This is an optimization exercise on Yosys and OpenROAD, whose aim is small area, a short achievable clock period and few clock cycles, not a production implementation.
At most, simulation tests tie the RTL to the original design; equivalence was not proved.
No driver is modelled on the clock port, so clocking that relies on it looks cheaper here than on a real chip.
Power figures rest on the tool's default switching activity, not on a simulated workload.

Setup of 02-10:
==> flow/design.v <==
module MIPS(clk, reset, imem_addr, imem_data, dmem_addr, dmem_wdata, dmem_we, dmem_rdata);
	input clk, reset;
	output [31:0] imem_addr;
	input [31:0] imem_data;
	output [31:0] dmem_addr, dmem_wdata;
	output dmem_we;
	input [31:0] dmem_rdata;
	reg [29:0] pc;              
	reg [31:0] ir;              
	reg        v;               
	reg [31:0] m_res, m_wdata;  
	reg [4:0]  m_rd;            
	reg        m_we, m_ld;      
	reg [31:0] rf [1:31];       
	assign imem_addr  = {pc, 2'b00};
	assign dmem_addr  = m_res;
	assign dmem_wdata = m_wdata;
	assign dmem_we    = m_we;
	wire [5:0]  op  = ir[31:26];
	wire [5:0]  fn  = ir[5:0];
	wire [4:0]  rs  = ir[25:21];
	wire [4:0]  rt  = ir[20:16];
	wire [4:0]  rd  = ir[15:11];
	wire [15:0] imm = ir[15:0];
	wire rtype  = (op == 6'b000000);
	wire i_add  = rtype & (fn == 6'b100000);
	wire i_sub  = rtype & (fn == 6'b100010);
	wire i_slt  = rtype & (fn == 6'b101010);
	wire i_jr   = rtype & (fn == 6'b001000);
	wire i_lw   = (op == 6'b100011);
	wire i_sw   = (op == 6'b101011);
	wire i_bne  = (op == 6'b000101);
	wire i_xori = (op == 6'b001110);
	wire i_j    = (op == 6'b000010);
	reg  [31:0] sel_a, sel_b;
	wire [31:0] wdec;
	dec5 dwr (.x(m_rd), .y(wdec));
	wire [31:0] src [0:31];
	assign src[0] = m_res;
	genvar g, h;
	generate
		for (g = 1; g < 32; g = g + 1) begin : srcs
			assign src[g] = rf[g];
		end
	endgenerate
	wire [31:0] a, b;
	generate
		for (h = 0; h < 32; h = h + 1) begin : rbit
			wire [9:0] ta, tb;
			for (g = 0; g < 10; g = g + 1) begin : grp
				aoi222 ua (.a0(src[3*g][h]), .s0(sel_a[3*g]), .a1(src[3*g+1][h]), .s1(sel_a[3*g+1]),
				           .a2(src[3*g+2][h]), .s2(sel_a[3*g+2]), .y(ta[g]));
				aoi222 ub (.a0(src[3*g][h]), .s0(sel_b[3*g]), .a1(src[3*g+1][h]), .s1(sel_b[3*g+1]),
				           .a2(src[3*g+2][h]), .s2(sel_b[3*g+2]), .y(tb[g]));
			end
			rdtail ra (.t(ta), .a0(src[30][h]), .s0(sel_a[30]), .a1(src[31][h]), .s1(sel_a[31]), .y(a[h]));
			rdtail rb (.t(tb), .a0(src[30][h]), .s0(sel_b[30]), .a1(src[31][h]), .s1(sel_b[31]), .y(b[h]));
		end
	endgenerate
	wire [31:0] res;
	alu32 alu (.a(a), .b(b), .imm(imm), .use_imm(i_lw | i_sw), .do_sub(i_sub | i_slt),
	           .is_xori(i_xori), .is_slt(i_slt), .res(res));
	wire ne;
	neq32 cmp (.a(a), .b(b), .ne(ne));
	wire [29:0] pc_seq, pc_br;
	pcadd pca (.pc(pc), .imm(imm), .seq(pc_seq), .br(pc_br));
	wire s_j   = v & i_j;
	wire s_jr  = v & i_jr;
	wire bnev  = v & i_bne;
	wire s_br  = bnev & ne;
	wire s_seq = ~(s_j | s_jr | s_br);
	wire [29:0] pc_next = ({30{s_j}}   & {pc[29:26], ir[25:0]}) |
	                      ({30{s_jr}}  & a[31:2]) |
	                      ({30{s_br}}  & pc_br) |
	                      ({30{s_seq}} & pc_seq);
	wire       wr_reg = v & (i_add | i_sub | i_slt | i_xori | i_lw);
	wire [4:0] dst    = rtype ? rd : rt;
	wire [4:0] rd_n   = wr_reg ? dst : 5'd0;    
	wire [31:0] nrs_dec, nrt_dec, ndst_dec;
	dec5 dns (.x(imem_data[25:21]), .y(nrs_dec));
	dec5 dnt (.x(imem_data[20:16]), .y(nrt_dec));
	dec5 dnd (.x(rd_n), .y(ndst_dec));
	wire        fwa_n   = (imem_data[25:21] == rd_n) & (rd_n != 5'd0);
	wire        fwb_n   = (imem_data[20:16] == rd_n) & (rd_n != 5'd0);
	wire [31:0] sel_a_n = {nrs_dec[31:1] & ~ndst_dec[31:1], fwa_n};
	wire [31:0] sel_b_n = {nrt_dec[31:1] & ~ndst_dec[31:1], fwb_n};
	always @(posedge clk) begin
		if (reset) begin
			pc   <= 30'd0;
			v    <= 1'b0;
			m_we <= 1'b0;
			m_rd <= 5'd0;
		end else begin
			pc   <= pc_next;
			v    <= 1'b1;
			m_we <= v & i_sw;
			m_rd <= rd_n;
		end
		sel_a   <= sel_a_n;
		sel_b   <= sel_b_n;
		ir      <= imem_data;
		m_res   <= res;
		m_wdata <= b;
		m_ld    <= i_lw;
	end
	wire [31:0] wdata = m_ld ? dmem_rdata : m_res;
	integer j;
	always @(posedge clk)
		for (j = 1; j < 32; j = j + 1)
			if (wdec[j]) rf[j] <= wdata;
endmodule
module dec5(x, y);
	input [4:0] x;
	output [31:0] y;
	assign y = 32'b1 << x;
endmodule
module aoi222(a0, s0, a1, s1, a2, s2, y);
	input a0, s0, a1, s1, a2, s2;
	output y;
	assign y = ~((a0 & s0) | (a1 & s1) | (a2 & s2));
endmodule
module rdtail(t, a0, s0, a1, s1, y);
	input [9:0] t;
	input a0, s0, a1, s1;
	output y;
	assign y = ~&t | (a0 & s0) | (a1 & s1);
endmodule
module alu32(a, b, imm, use_imm, do_sub, is_xori, is_slt, res);
	input [31:0] a, b;
	input [15:0] imm;
	input use_imm, do_sub, is_xori, is_slt;
	output [31:0] res;
	wire [31:0] addb = use_imm ? {{16{imm[15]}}, imm} : (do_sub ? ~b : b);
	wire [31:0] sum;
	add32 add (.a(a), .b(addb), .cin(do_sub), .s(sum));
	wire        lt   = (a[31] ^ b[31]) ? a[31] : sum[31];
	assign res = is_xori ? {a[31:16], a[15:0] ^ imm} :
	             is_slt  ? {31'b0, lt} : sum;
endmodule
module add32(a, b, cin, s);
	input [31:0] a, b;
	input cin;
	output [31:0] s;
	wire [31:0] p = a ^ b;
	wire [31:0] c;
	bkprefix #(.N(32)) pf (.g(a & b), .p(p), .cin(cin), .c(c));
	assign s = p ^ c;
endmodule
module bkprefix(g, p, cin, c);
	parameter N = 32;
	input [N-1:0] g, p;
	input cin;
	output [N-1:0] c;
	wire [N:0] gg [0:11];
	wire [N:0] pp [0:11];
	assign gg[0] = {g, cin};
	assign pp[0] = {p, 1'b0};
	genvar t, i;
	generate
		for (t = 1; t <= 11; t = t + 1) begin : lv
			localparam integer L = (t <= 6) ? t - 1 : 11 - t;
			for (i = 0; i <= N; i = i + 1) begin : b
				if ((t <= 6 && ((i + 1) % (2 << L)) == 0) ||
				    (t > 6 && ((i + 1) % (2 << L)) == (1 << L) && i >= (2 << L))) begin : op
					assign gg[t][i] = gg[t-1][i] | (pp[t-1][i] & gg[t-1][i-(1<<L)]);
					assign pp[t][i] = pp[t-1][i] & pp[t-1][i-(1<<L)];
				end else begin : pass
					assign gg[t][i] = gg[t-1][i];
					assign pp[t][i] = pp[t-1][i];
				end
			end
		end
	endgenerate
	assign c = gg[11][N-1:0];
endmodule
module neq32(a, b, ne);
	input [31:0] a, b;
	output ne;
	assign ne = |(a ^ b);
endmodule
module pcadd(pc, imm, seq, br);
	input [29:0] pc;
	input [15:0] imm;
	output [29:0] seq, br;
	wire [29:0] off = {{14{imm[15]}}, imm};
	wire [29:0] p = pc ^ off;
	wire [29:0] c;
	bkprefix #(.N(30)) pf (.g(pc & off), .p(p), .cin(1'b0), .c(c));
	assign br = p ^ c;
	assign seq = pc + 30'd1;
endmodule
clock: 24.0 ns
lec_check: 0
cap_margin: 50
core_margin: 2
core_utilization: 40
cts_cluster_diameter: 100
cts_cluster_size: 25
slew_margin: 50
synth_hierarchical: 1
standard.sh (not shown) runs the stock make flow with config.mk's settings and CLKGATE_MAP_FILE= SYNTH_SCRIPT=/design/flow/synth_recipe.tcl, a recipe that flattens the netlist after the stock synthesis.
==> flow/flow/run.sh <==
#!/bin/bash
set -euo pipefail
bash standard.sh BUFFER_PORTS_ARGS="-buffer_cell sky130_fd_sc_hd__buf_2" \
  POST_CTS_TCL="$PWD/flow/upsize_out.tcl" finish > standard_flow.log 2>&1
==> flow/flow/upsize_out.tcl <==
# POST_CTS hook: the flip-flops that drive output ports (through their port
# buffers) get the strongest drive of their cell type, since their wires to
# the pins are long; then the placement is legalized again.
proc net_driver_inst {net} {
  foreach it [$net getITerms] {
    if {[$it isOutputSignal]} { return [$it getInst] }
  }
  return ""
}
set n 0
set block [ord::get_db_block]
foreach bt [$block getBTerms] {
  if {[$bt getIoType] ne "OUTPUT"} { continue }
  set buf [net_driver_inst [$bt getNet]]
  if {$buf eq ""} { continue }
  foreach it [$buf getITerms] {
    if {![$it isInputSignal]} { continue }
    set src [net_driver_inst [$it getNet]]
    if {$src eq ""} { continue }
    set ref [[$src getMaster] getName]
    if {[regexp {^sky130_fd_sc_hd__dfxtp_[12]$} $ref]} {
      replace_cell [$src getName] sky130_fd_sc_hd__dfxtp_4
      incr n
    }
  }
}
puts "upsize_out: $n output flip-flops upsized"
detailed_placement
check_placement -verbose
Testbench counts of 02-10, summed over its fixed seeds: cycles 63,693.
Changes in 03-08 relative to 02-10:
--- a/flow/design.v
+++ b/flow/design.v
@@ -32,9 +32,15 @@
 	wire i_bne  = (op == 6'b000101);
 	wire i_xori = (op == 6'b001110);
 	wire i_j    = (op == 6'b000010);
-	reg  [31:0] sel_a, sel_b;
-	wire [31:0] wdec;
-	dec5 dwr (.x(m_rd), .y(wdec));
+	wire [31:0] rs_dec, rt_dec, wdec, mdec;
+	dec5 drs (.x(rs),   .y(rs_dec));
+	dec5 drt (.x(rt),   .y(rt_dec));
+	dec5 dwr (.x(m_rd), .y(wdec));    
+	dec5n dmr (.x(m_rd), .y(mdec));   
+	wire fwa = (rs == m_rd) & (m_rd != 5'd0);
+	wire fwb = (rt == m_rd) & (m_rd != 5'd0);
+	wire [31:0] sel_a = {rs_dec[31:1] & mdec[31:1], fwa};
+	wire [31:0] sel_b = {rt_dec[31:1] & mdec[31:1], fwb};
 	wire [31:0] src [0:31];
 	assign src[0] = m_res;
 	genvar g, h;
@@ -75,15 +81,6 @@
 	                      ({30{s_seq}} & pc_seq);
 	wire       wr_reg = v & (i_add | i_sub | i_slt | i_xori | i_lw);
 	wire [4:0] dst    = rtype ? rd : rt;
-	wire [4:0] rd_n   = wr_reg ? dst : 5'd0;    
-	wire [31:0] nrs_dec, nrt_dec, ndst_dec;
-	dec5 dns (.x(imem_data[25:21]), .y(nrs_dec));
-	dec5 dnt (.x(imem_data[20:16]), .y(nrt_dec));
-	dec5 dnd (.x(rd_n), .y(ndst_dec));
-	wire        fwa_n   = (imem_data[25:21] == rd_n) & (rd_n != 5'd0);
-	wire        fwb_n   = (imem_data[20:16] == rd_n) & (rd_n != 5'd0);
-	wire [31:0] sel_a_n = {nrs_dec[31:1] & ~ndst_dec[31:1], fwa_n};
-	wire [31:0] sel_b_n = {nrt_dec[31:1] & ~ndst_dec[31:1], fwb_n};
 	always @(posedge clk) begin
 		if (reset) begin
 			pc   <= 30'd0;
@@ -94,10 +91,8 @@
 			pc   <= pc_next;
 			v    <= 1'b1;
 			m_we <= v & i_sw;
-			m_rd <= rd_n;
+			m_rd <= wr_reg ? dst : 5'd0;
 		end
-		sel_a   <= sel_a_n;
-		sel_b   <= sel_b_n;
 		ir      <= imem_data;
 		m_res   <= res;
 		m_wdata <= b;
@@ -113,6 +108,11 @@
 	input [4:0] x;
 	output [31:0] y;
 	assign y = 32'b1 << x;
+endmodule
+module dec5n(x, y);
+	input [4:0] x;
+	output [31:0] y;
+	assign y = ~(32'b1 << x);
 endmodule
 module aoi222(a0, s0, a1, s1, a2, s2, y);
 	input a0, s0, a1, s1, a2, s2;
Notes after the runs:
03-08 — final cell count 135 lower, 02-10 as reference
Comparing the two runs side by side, 03-08 comes out ahead of 02-10 on normalized max-slew margin.
03-08 vs 02-10: internal portion of total power down by a few percent
Portion of total power attributed to combinational logic for 03-08 is higher than for 02-10.
On cell depth of the worst setup path: between 02-10 and 03-08, it ends up higher for 03-08.
Max setup slack across 02-10 and 03-08: 02-10
In the reports, the flip-flop count of 03-08 falls short of that of 02-10.
The total power number comes out higher for 02-10 vs 03-08.
03-08 vs 02-10 — area of all placed cells without fillers dropped by a few percent
Relative to 02-10, the fraction of met3 tracks used by global routing of 03-08 is lower by 1.6 points.
Any difference in half-perimeter wire length after detailed placement between 03-08 and 02-10 is small enough to ignore.
No functional check of the RTL was part of 03-08.

re-timing with driven ports:
In the flow no input, the clock included, has a driving cell. The finished layouts below were timed again as built, in two steps.
Step 1, drivers: a clkbuf_16 drives clk and a buf_2 each remaining input, both assumed.
Step 2, shift: input delay + t, output delay - t, t = (earliest + latest rising clock arrival at the registers) / 2. This alone moves slack from input paths to output paths.
Slacks: ideal / step 1 / step 2; pairs: ideal / step 1.
run | t (ns) | setup WS [ns] | latest minus earliest clock arrival (ns)
02-10 | 0.781 | 17.818 / 17.743 / 17.851 | 0.058 / 0.058
03-08 | 0.791 | 17.463 / 17.463 / 17.463 | 0.078 / 0.078
After both steps every run listed still meets setup and hold.
